Source: an optimization exercise on an open RTL-to-GDS flow (aim: small area). Production flows keep margins and buffers that such runs may drop. At most, simulation tests tie the RTL to the original design; equivalence was not proved. No driver is modelled on the clock port, so clocking that relies on it looks cheaper here than on a real chip. No activity file was given, so power comes from the tool's default toggle rates.

==> module top, before the edit <==
module top(
    input clk,
    input rst,
    input spi_miso,
    output uart_tx,
    output spi_clk,
    output spi_cs,
    output spi_mosi,
    output led_green,
    output led_blue
);
    reg [5:0] p;     
    reg [2:0] s;     
    reg [4:0] u;     
    localparam [5:0] P24 = 6'd48, P49 = 6'd9;    
    localparam [4:0] U12 = 5'd5,  U24 = 5'd20;   
    wire pt   = (p == P49);
    wire rise = pt & (s == 3'd3);               
    wire tick = (p == P24) & (u == U12);        
    wire oclk = s[2];                           
    always @(posedge clk) begin
        if (rst || pt)
            p <= 6'd0;
        else
            p <= {p[4:0], ~(p[5] ^ p[4])};
    end
    always @(posedge clk) begin
        if (rst) begin
            s <= 3'd0;
            u <= 5'd0;
        end else if (pt) begin
            s <= s + 3'd1;
            u <= (u == U24) ? 5'd0 : {u[3:0], ~(u[4] ^ u[2])};
        end
    end
    localparam PRE = 3'b000, INIT1 = 3'b100, INIT2 = 3'b101, GAP = 3'b001,
               READ1 = 3'b110, READ2 = 3'b111, UART = 3'b010;
    reg [2:0] sg;
    reg [4:0] j;
    reg       r1;    
    reg [3:0] b;     
    wire intr      = sg[2];                      
    wire uart      = (sg == UART);
    wire frame_end = tick & (b == 4'd15);
    wire jump      = rise && intr && j == 5'd17;
    wire advance   = (rise && j == 5'd31) ||
                     (jump && sg[0]) ||
                     (uart && frame_end && j == 5'd30);
    always @(posedge clk) begin
        if (rst) begin
            sg <= PRE;
            j <= 5'd30;
        end else begin
            if (jump) begin
                case (sg[1:0])
                    2'b00:   j <= r1 ? 5'd31 : 5'd21;    
                    2'b01:   j <= 5'd11;                 
                    2'b10:   j <= 5'd31;                 
                    default: j <= 5'd28;                 
                endcase
            end else if (uart ? frame_end : rise)
                j <= j + 5'd1;
            if (advance)
                case (sg)
                    PRE:     sg <= INIT1;
                    INIT1:   sg <= INIT2;
                    INIT2:   sg <= GAP;
                    GAP:     sg <= READ1;
                    READ1:   sg <= READ2;
                    READ2:   sg <= UART;
                    default: sg <= PRE;
                endcase
        end
    end
    always @(posedge clk) begin
        if (rst)
            r1 <= 1'b1;
        else if (frame_end && uart && j == 5'd28)
            r1 <= 1'b0;
    end
    wire clr = (sg == PRE) && (j == 5'd30);     
    function [15:0] frame(input [1:0] t);
        case (t)
            2'd0: frame = 16'h3101;
            2'd1: frame = 16'h2D08;
            2'd2: frame = 16'hB200;
            default: frame = 16'hB300;
        endcase
    endfunction
    wire [1:0] tr = sg[1:0];
    reg mosi;
    always @(posedge clk) begin
        if (rst)
            mosi <= 1'b0;
        else if (pt && s == 3'd7 && intr && j <= 5'd15)
            mosi <= frame(tr) >> (5'd15 - j);
    end
    assign spi_mosi = mosi;
    assign spi_cs   = ~(intr && j <= 5'd16);
    assign spi_clk  = ~(intr && j <= 5'd15 && !oclk);
    wire run = r1 | uart;
    always @(posedge clk) begin
        if (rst)
            b <= 4'd0;
        else if (tick) begin
            if (b == 4'd0)
                b <= run ? 4'd6 : 4'd0;
            else
                b <= b + 4'd1;
        end
    end
    reg  txd;            
    reg  nxt;            
    wire data_bit = r1 ? 1'b0 :
                    (j == 5'd28) ? (b[0] & ~b[2]) :      
                    txd;
    assign uart_tx = b[3] ? data_bit : (b != 4'd7);
    always @(posedge clk) begin
        if (tick)
            txd <= nxt;
    end
    reg  [12:0] d;       
    reg  [2:0]  r;       
    reg         pend;    
    reg         blue, green;
    wire bits = rise && j >= 5'd8 && j <= 5'd15;      
    wire rd1  = bits && sg == READ1 && j != 5'd15;    
    wire rd2  = bits && sg == READ2;                  
    wire rdq  = rd2 && j >= 5'd10;                    
    wire post = pt && sg == READ2 && j == 5'd16 && s != 3'd3;  
    wire       dvb = rd2 ? spi_miso : d[12];
    wire [3:0] r4  = {r, dvb};
    wire       qb  = (r4 >= 4'd5);
    wire [3:0] rn  = qb ? r4 - 4'd5 : r4;
    reg  [3:0] ck, cw;
    reg  [1:0] xs;       
    wire xrev  = (xs == 2'd2);
    wire start = (ck == 4'd0) && (cw == 4'd0);
    wire cend  = (cw == 4'd9);
    wire tend  = (ck == 4'd12) && cend;
    always @(posedge clk) begin
        if (rd1)
            d <= {d[11:0], spi_miso};
        else if (rdq || post)
            d <= {d[11:0], qb};
        else if (xrev && cend)
            d <= {d[12], d[12:1]};
    end
    always @(posedge clk) begin
        if (rd2 || post)
            r <= rn[2:0];
        else if (sg != READ2)
            r <= 3'd0;
    end
    always @(posedge clk) begin
        if (rd2 && j == 5'd8)
            pend <= spi_miso;
    end
    reg  [129:0] ring;
    wire rin = xrev ? (cend ? d[0] : ring[128]) : (ring[129] & ~clr);
    always @(posedge clk) begin
        ring <= {ring[128:0], rin};
    end
    always @(posedge clk) begin
        if (rst) begin
            ck <= 4'd0;
            cw <= 4'd0;
            xs <= 2'd0;
        end else begin
            cw <= cend ? 4'd0 : cw + 4'd1;
            if (cend)
                ck <= (ck == 4'd12) ? 4'd0 : ck + 4'd1;
            case (xs)
                2'd0: if (rise && sg == READ2 && j == 5'd16) xs <= 2'd1;
                2'd1: if (tend) xs <= 2'd2;
                2'd2: if (tend) xs <= 2'd3;
                default: xs <= 2'd0;
            endcase
        end
    end
    reg  [4:0] acc;
    always @(posedge clk) begin
        acc <= (cw == 4'd0 ? (ck == 4'd0 ? 5'd0 : {1'b0, acc[4:1]}) : acc) + {4'd0, rin};
    end
    wire [2:0] m   = b[2:0] + 3'd1;
    wire       hi  = (j == 5'd29);
    wire       top = hi && m[2];                       
    wire [3:0] tgt = top ? 4'd0 : {hi, m} + 4'd1;
    always @(posedge clk) begin
        if (cw == 4'd0 && ck == tgt)
            nxt <= top ? acc[m[1:0]] : acc[0];
    end
    reg  ge, gt;
    wire sbit = acc[0];
    always @(posedge clk) begin
        if (xrev && cw == 4'd0 && ck != 4'd0) begin
            case (ck)
                4'd1: begin ge <= 1'b0;       gt <= sbit;        end  
                4'd2: begin ge <= 1'b0;       gt <= gt | sbit;   end  
                4'd3, 4'd4, 4'd5:
                      begin ge <= ge | sbit;  gt <= gt & sbit;   end  
                4'd6: begin ge <= ge & sbit;  gt <= gt | sbit;   end  
                default:
                      begin ge <= ge | sbit;  gt <= gt & sbit;   end  
            endcase
        end else if (xs == 2'd3) begin
            ge <= ge | (acc[3:0] != 4'd0);
            gt <= gt & (acc[3:0] == 4'd15);
        end
    end
    always @(posedge clk) begin
        if (rst) begin
            blue <= 1'b0;
            green <= 1'b0;
        end else if (uart) begin
            blue <= pend;
            if (j == 5'd28 && p != 6'd0)
                green <= ge && !gt;
        end
    end
    assign led_blue  = blue;
    assign led_green = green;
endmodule
export LEC_CHECK = 0
export CAP_MARGIN = 20
export CORE_MARGIN = 2
export CORE_UTILIZATION = 70
export SLEW_MARGIN = 20
create_clock -name core_clock -period 30.0 [get_ports {clk}]
standard.sh (not shown) runs the stock make flow with config.mk's settings and CLKGATE_MAP_FILE= SYNTH_SCRIPT=/design/flow/synth_recipe.tcl, a recipe that flattens the netlist after the stock synthesis.
==> flow/flow/run.sh <==
#!/bin/bash
# Layout flow: the standard ORFS flow with these changes:
#  - synthesis maps the logic for area (flow/synth.tcl); registers unchanged,
#  - clock tree synthesis without dummy loads and with smaller clock buffers,
#  - the smallest buffer on the ports,
#  - cells on paths with slack downsized after clock tree synthesis.
# Each tool's output goes to the ORFS logs under orfs/logs; make's own output
# goes to synth_make.log and flow_make.log in the work folder.
set -euo pipefail
work=$(pwd)
here=$(cd "$(dirname "$0")" && pwd)
export CTS_ARGS="-sink_clustering_enable -repair_clock_nets -dont_use_dummy_load -buf_list {sky130_fd_sc_hd__clkbuf_4 sky130_fd_sc_hd__clkbuf_8} -sink_buffer_max_cap_derate 1.0"
export BUFFER_PORTS_ARGS="-buffer_cell sky130_fd_sc_hd__buf_1"
export POST_CTS_TCL="$here/post_cts.tcl"
make -C "$FLOW_HOME" DESIGN_CONFIG="$work/config.mk" WORK_HOME="$work/orfs" \
  CLKGATE_MAP_FILE= SYNTH_SCRIPT="$here/synth.tcl" synth > synth_make.log 2>&1
bash standard.sh finish > flow_make.log 2>&1
==> flow/flow/post_cts.tcl <==
# Downsize cells wherever the timing slack allows, then legalize again.
estimate_parasitics -placement
repair_timing -recover_power 100
detailed_placement
check_placement -verbose
==> flow/flow/synth.tcl <==
# The standard synthesis (synth_recipe.tcl), with one change: the logic is
# mapped by ABC with an area-oriented script, and adders are left to ABC
# instead of being mapped to adder cells first.  Registers are untouched.
proc synth {args} { yosys synth -nofsm -noshare {*}$args }
proc abc {args} {
  set out {}
  set skip 0
  foreach a $args {
    if {$skip} { set skip 0; continue }
    if {[lsearch {-script -D -constr} $a] >= 0} { set skip 1; continue }
    lappend out $a
  }
  yosys abc {*}$out -script "+strash;dc2;dch,-f;map,-a;mfs2;strash;dch,-f;map,-a"
}
set ::env(ADDER_MAP_FILE) ""
source $::env(SCRIPTS_DIR)/synth.tcl
# left out here: clear keep_hierarchy, flatten, clean up, hide names made inside functions, write 1_2_yosys.v
==> next run, changes <==
--- a/flow/design.v
+++ b/flow/design.v
@@ -9,20 +9,27 @@
     output led_green,
     output led_blue
 );
-    reg [5:0] p;     
+    reg [3:0] pl;    
+    reg [2:0] ph;    
     reg [2:0] s;     
     reg [4:0] u;     
-    localparam [5:0] P24 = 6'd48, P49 = 6'd9;    
+    localparam [3:0] L4 = 4'd14, L9 = 4'd9;      
+    localparam [2:0] H2 = 3'd3,  H4 = 3'd5;      
     localparam [4:0] U12 = 5'd5,  U24 = 5'd20;   
-    wire pt   = (p == P49);
+    wire pl9  = (pl == L9);
+    wire pt   = (ph == H4) & pl9;                            
     wire rise = pt & (s == 3'd3);               
-    wire tick = (p == P24) & (u == U12);        
+    wire tick = (ph == H2) & (pl == L4) & (u == U12);        
     wire oclk = s[2];                           
     always @(posedge clk) begin
-        if (rst || pt)
-            p <= 6'd0;
-        else
-            p <= {p[4:0], ~(p[5] ^ p[4])};
+        if (rst) begin
+            pl <= 4'd0;
+            ph <= 3'd0;
+        end else begin
+            pl <= pl9 ? 4'd0 : {pl[2:0], ~(pl[3] ^ pl[2])};
+            if (pl9)
+                ph <= (ph == H4) ? 3'd0 : {ph[1:0], ~(ph[2] ^ ph[1])};
+        end
     end
     always @(posedge clk) begin
         if (rst) begin
@@ -132,11 +139,11 @@
     wire [3:0] r4  = {r, dvb};
     wire       qb  = (r4 >= 4'd5);
     wire [3:0] rn  = qb ? r4 - 4'd5 : r4;
-    reg  [3:0] ck, cw;
+    reg  [3:0] ck;
+    wire [3:0] cw = pl;
     reg  [1:0] xs;       
     wire xrev  = (xs == 2'd2);
-    wire start = (ck == 4'd0) && (cw == 4'd0);
-    wire cend  = (cw == 4'd9);
+    wire cend  = pl9;
     wire tend  = (ck == 4'd12) && cend;
     always @(posedge clk) begin
         if (rd1)
@@ -164,10 +171,8 @@
     always @(posedge clk) begin
         if (rst) begin
             ck <= 4'd0;
-            cw <= 4'd0;
             xs <= 2'd0;
         end else begin
-            cw <= cend ? 4'd0 : cw + 4'd1;
             if (cend)
                 ck <= (ck == 4'd12) ? 4'd0 : ck + 4'd1;
             case (xs)
@@ -214,7 +219,7 @@
             green <= 1'b0;
         end else if (uart) begin
             blue <= pend;
-            if (j == 5'd28 && p != 6'd0)
+            if (j == 5'd28 && (ph != 3'd0 || pl != 4'd0))
                 green <= ge && !gt;
         end
     end
After rerunning:
- count of clock-buffer cells in the layout is unchanged
- utilization fell by 0.22 points
- total power fell by about 0.5%
- design area hardly moves
- register-to-register slack is worse by 1.3 ns
- synthesized cell count rose by about 2%
- global-route usage rose by 1.8 points
- via count rose by about 4.6%

========
== old ==
Another version of the RTL of top (not shown whole).
For scale: ~540 cells after synthesis, about 210 flip-flops, roughly 9 I/O pins, about 0.0066 sq mm of cells after synthesis.
==> module top, before the edit <==
module top(
    input clk,
    input rst,
    input spi_miso,
    output uart_tx,
    output spi_clk,
    output spi_cs,
    output spi_mosi,
    output led_green,
    output led_blue
);
    reg [5:0] p;     
    reg [2:0] s;     
    reg [4:0] u;     
    wire pt   = (p == 6'd49);
    wire rise = pt & (s == 3'd3);               
    wire tick = (p == 6'd24) & (u == 5'd12);    
    wire oclk = s[2];                           
    always @(posedge clk) begin
        if (rst) begin
            p <= 6'd0;
            s <= 3'd0;
            u <= 5'd0;
        end else begin
            p <= pt ? 6'd0 : p + 6'd1;
            if (pt) begin
                s <= s + 3'd1;
                u <= (u == 5'd24) ? 5'd0 : u + 5'd1;
            end
        end
    end
    localparam PRE = 3'd0, GAP = 3'd1, UART = 3'd2,
               INIT1 = 3'd4, INIT2 = 3'd5, READ1 = 3'd6, READ2 = 3'd7;
    reg [2:0] sg;
    reg [4:0] j;
    reg       r1;    
    reg [3:0] b;     
    wire frame_end = tick & (b == 4'd9);
    always @(posedge clk) begin
        if (rst) begin
            sg <= PRE;
            j <= 5'd0;
        end else if (sg == UART) begin
            if (frame_end) begin
                if (j == 5'd2) begin sg <= PRE; j <= 5'd1; end
                else j <= j + 5'd1;
            end
        end else if (rise) begin
            j <= j + 5'd1;
            case (sg)
                PRE:   if (j == 5'd1) begin sg <= INIT1; j <= 5'd0; end
                INIT1: if (j == (r1 ? 5'd18 : 5'd28)) begin sg <= INIT2; j <= 5'd0; end
                INIT2: if (j == 5'd31) begin sg <= GAP; j <= 5'd0; end
                GAP:   if (j == 5'd6) begin sg <= READ1; j <= 5'd0; end
                READ1: if (j == 5'd18) begin sg <= READ2; j <= 5'd0; end
                READ2: if (j == 5'd17) begin sg <= UART; j <= 5'd0; end
                default: ;
            endcase
        end
    end
    always @(posedge clk) begin
        if (rst)
            r1 <= 1'b1;
        else if (frame_end && sg == UART && j == 5'd0)
            r1 <= 1'b0;
    end
    wire clr = (sg == PRE) && (j == 5'd0);      
    function [15:0] frame(input [1:0] t);
        case (t)
            2'd0: frame = 16'h3101;
            2'd1: frame = 16'h2D08;
            2'd2: frame = 16'hB200;
            default: frame = 16'hB300;
        endcase
    endfunction
    wire [1:0] tr = sg[1:0];
    wire       intr = sg[2];
    reg mosi;
    always @(posedge clk) begin
        if (rst)
            mosi <= 1'b0;
        else if (pt && s == 3'd7 && intr && j <= 5'd15)
            mosi <= frame(tr) >> (5'd15 - j);
    end
    assign spi_mosi = mosi;
    assign spi_cs   = ~(intr && j <= 5'd16);
    assign spi_clk  = ~(intr && j <= 5'd15 && !oclk);
    wire run = r1 | (sg == UART);
    always @(posedge clk) begin
        if (rst)
            b <= 4'd10;
        else if (tick) begin
            if (b == 4'd10)
                b <= run ? 4'd0 : 4'd10;
            else
                b <= b + 4'd1;
        end
    end
    reg [15:0] sum;
    wire data_bit = r1 ? 1'b0 :
                    (j == 5'd0) ? (b == 4'd3 || b == 4'd5) :
                    sum[8];
    assign uart_tx = (b == 4'd1) ? 1'b0 :
                     (b >= 4'd2 && b <= 4'd9) ? data_bit : 1'b1;
    wire urot = tick && b >= 4'd2 && b <= 4'd9 && sg == UART && j != 5'd0;
    reg  [12:0] d;       
    reg  [3:0]  r;       
    reg         pend;    
    reg         blue, green;
    wire bits = rise && j >= 5'd8 && j <= 5'd15;      
    wire rd1  = bits && sg == READ1;                  
    wire rd2  = bits && sg == READ2;                  
    wire rdq  = rd2 && j >= 5'd11;                    
    wire post = pt && sg == READ2 && j == 5'd16;      
    wire       dvb = rd2 ? spi_miso : d[12];
    wire [4:0] r5  = {r, dvb};
    wire       qb  = (r5 >= 5'd10);
    wire [4:0] rn  = qb ? r5 - 5'd10 : r5;
    reg  [7:0] c;        
    reg        xpend, act;
    wire       xact = act && (c < 8'd13);
    always @(posedge clk) begin
        if (rd1)
            d <= {d[11:0], spi_miso};
        else if (rdq || post)
            d <= {d[11:0], qb};
        else if (xact)
            d <= {d[12], d[12:1]};
    end
    always @(posedge clk) begin
        if (rd2 || post)
            r <= rn[3:0];
        else if (sg != READ2)
            r <= 4'd0;
    end
    always @(posedge clk) begin
        if (rd2 && j == 5'd8)
            pend <= spi_miso;
    end
    reg [129:0] ring;
    always @(posedge clk) begin
        ring <= {ring[128:0], xact ? d[0] : (ring[129] & ~clr)};
    end
    always @(posedge clk) begin
        if (rst) begin
            c <= 8'd0;
            xpend <= 1'b0;
            act <= 1'b0;
        end else begin
            if (act && c == 8'd15)
                c <= 8'd3;
            else if (c == 8'd129)
                c <= 8'd0;
            else
                c <= c + 8'd1;
            if (rise && sg == READ2 && j == 5'd16)
                xpend <= 1'b1;
            else if (c == 8'd129)
                xpend <= 1'b0;
            if (xpend && c == 8'd129)
                act <= 1'b1;
            else if (c == 8'd15)
                act <= 1'b0;
        end
    end
    reg  bw, cy;
    wire nb  = xact & d[0];
    wire ob  = xact & ring[129];
    wire db  = nb ^ ob ^ bw;
    wire sb  = sum[0] ^ db ^ cy;
    always @(posedge clk) begin
        if (act) begin
            bw <= (~nb & ob) | (~(nb ^ ob) & bw);
            cy <= (sum[0] & db) | (cy & (sum[0] ^ db));
        end else begin
            bw <= 1'b0;
            cy <= 1'b0;
        end
    end
    always @(posedge clk) begin
        if (act)
            sum <= {sb, sum[15:1]};
        else if (urot)
            sum <= {sum[0], sum[15:1]};
        else if (clr)
            sum <= {1'b0, sum[15:1]};
    end
    always @(posedge clk) begin
        if (rst) begin
            blue <= 1'b0;
            green <= 1'b0;
        end else if (sg == UART) begin
            blue <= pend;
            if (j == 5'd0 && p != 6'd0)
                green <= (sum >= 16'd36) && (sum <= 16'd65500);
        end
    end
    assign led_blue  = blue;
    assign led_green = green;
endmodule
clock: 30.0 ns
lec_check: 0
cap_margin: 20
core_margin: 2
core_utilization: 60
cts_cluster_diameter: 150
cts_cluster_size: 30
slew_margin: 20
run.sh (not shown) runs the stock make flow with config.mk's settings and CLKGATE_MAP_FILE= SYNTH_SCRIPT=/design/flow/synth_recipe.tcl, a recipe that flattens the netlist after the stock synthesis.
Stock flow here: none of the scripts above is used.
old reached the final stage; the timing, DRC and antenna checks on its layout passed.
Here is what was changed in the inputs of new compared with old.
--- a/flow/design.v
+++ b/flow/design.v
@@ -10,25 +10,29 @@
     output led_blue
 );
     reg [5:0] p;     
     reg [2:0] s;     
     reg [4:0] u;     
-    wire pt   = (p == 6'd49);
+    localparam [5:0] P24 = 6'd48, P49 = 6'd9;    
+    localparam [4:0] U12 = 5'd5,  U24 = 5'd20;   
+    wire pt   = (p == P49);
     wire rise = pt & (s == 3'd3);               
-    wire tick = (p == 6'd24) & (u == 5'd12);    
+    wire tick = (p == P24) & (u == U12);        
     wire oclk = s[2];                           
     always @(posedge clk) begin
-        if (rst) begin
+        if (rst || pt)
             p <= 6'd0;
+        else
+            p <= {p[4:0], ~(p[5] ^ p[4])};
+    end
+    always @(posedge clk) begin
+        if (rst) begin
             s <= 3'd0;
             u <= 5'd0;
-        end else begin
-            p <= pt ? 6'd0 : p + 6'd1;
-            if (pt) begin
-                s <= s + 3'd1;
-                u <= (u == 5'd24) ? 5'd0 : u + 5'd1;
-            end
+        end else if (pt) begin
+            s <= s + 3'd1;
+            u <= (u == U24) ? 5'd0 : {u[3:0], ~(u[4] ^ u[2])};
         end
     end
     localparam PRE = 3'd0, GAP = 3'd1, UART = 3'd2,
                INIT1 = 3'd4, INIT2 = 3'd5, READ1 = 3'd6, READ2 = 3'd7;
     reg [2:0] sg;
@@ -37,36 +41,43 @@
     reg [3:0] b;     
     wire frame_end = tick & (b == 4'd9);
     always @(posedge clk) begin
         if (rst) begin
             sg <= PRE;
-            j <= 5'd0;
+            j <= 5'd30;
         end else if (sg == UART) begin
             if (frame_end) begin
-                if (j == 5'd2) begin sg <= PRE; j <= 5'd1; end
+                if (j == 5'd2) begin sg <= PRE; j <= 5'd31; end
                 else j <= j + 5'd1;
             end
         end else if (rise) begin
-            j <= j + 5'd1;
-            case (sg)
-                PRE:   if (j == 5'd1) begin sg <= INIT1; j <= 5'd0; end
-                INIT1: if (j == (r1 ? 5'd18 : 5'd28)) begin sg <= INIT2; j <= 5'd0; end
-                INIT2: if (j == 5'd31) begin sg <= GAP; j <= 5'd0; end
-                GAP:   if (j == 5'd6) begin sg <= READ1; j <= 5'd0; end
-                READ1: if (j == 5'd18) begin sg <= READ2; j <= 5'd0; end
-                READ2: if (j == 5'd17) begin sg <= UART; j <= 5'd0; end
-                default: ;
-            endcase
+            if (j == 5'd17 && sg[2]) begin
+                case (sg)
+                    INIT1:   j <= r1 ? 5'd31 : 5'd21;
+                    INIT2:   begin sg <= GAP; j <= 5'd11; end
+                    READ1:   j <= 5'd31;
+                    default: begin sg <= UART; j <= 5'd0; end
+                endcase
+            end else begin
+                j <= j + 5'd1;
+                if (j == 5'd31)
+                    case (sg)
+                        PRE:     sg <= INIT1;
+                        INIT1:   sg <= INIT2;
+                        GAP:     sg <= READ1;
+                        default: sg <= READ2;
+                    endcase
+            end
         end
     end
     always @(posedge clk) begin
         if (rst)
             r1 <= 1'b1;
         else if (frame_end && sg == UART && j == 5'd0)
             r1 <= 1'b0;
     end
-    wire clr = (sg == PRE) && (j == 5'd0);      
+    wire clr = (sg == PRE) && (j == 5'd30);     
     function [15:0] frame(input [1:0] t);
         case (t)
             2'd0: frame = 16'h3101;
             2'd1: frame = 16'h2D08;
             2'd2: frame = 16'hB200;
--- outcome ---
- As of new, static leakage had fallen by a few percent compared to old.
- Between new and old, the worst hold slack is lower for new.
- new vs old, critical-path maximum fanout went down by 3.
- Area of all placed cells without fillers: higher on old
- new reached the final stage; the timing, DRC and antenna checks on its layout passed.
- old -> new: logic depth of the worst path, buffers included delta 0, exact match
- Comparing new and old, the lower proportion of power drawn by the clock network is on old.
- new vs old, number of global-route vias before repair went down by 35.
- old → new: highest achievable clock rate did not really move; synthesized instance count dropped 12; overall routing resource usage went up; delay of the slowest critical-path stage lower; sequential share of layout area shows an increase of 1.6 points.
- Re detail-routed net length per standard cell: new and old aren't equal, and the higher value belongs to new.
Function was not checked in any run of this note: the RTL went through the layout flow alone.

-- what the ideal ports hide --
In the flow no input, the clock included, has a driving cell. The finished layouts below were timed again as built, in two steps.
Step 1 (the two cells are an assumption about what drives the block):
set clk [get_ports {clk}]
set_driving_cell -lib_cell sky130_fd_sc_hd__clkbuf_16 $clk
set_driving_cell -lib_cell sky130_fd_sc_hd__buf_2 [delete_from_list [all_inputs] $clk]
Step 2 moves the port delays by t, midway between the first and last clock arrival at a register: inputs arrive t later, outputs are due t later. That takes back most of the time a late clock gives input paths.
Slacks: ideal / step 1 / step 2; pairs: ideal / step 1.
run | t, ns | slack for setup (ns) | worst setup path at the end | worst register clock-pin slew, ns | worst data-port slew with drivers (ns)
the first run of note 1 | 0.597 | 21.853 / 21.823 / 22.166 | input to register | 0.10 / 0.10 | 0.03
the second run of note 1 | 0.597 | 21.586 / 21.553 / 22.123 | input to register | 0.11 / 0.11 | 0.03
old | 0.510 | 21.026 / 20.994 / 21.504 | register to output | 0.11 / 0.11 | 0.03
new | 0.500 | 21.034 / 21.001 / 21.502 | register to output | 0.12 / 0.12 | 0.05
After both steps every run listed still meets setup and hold.
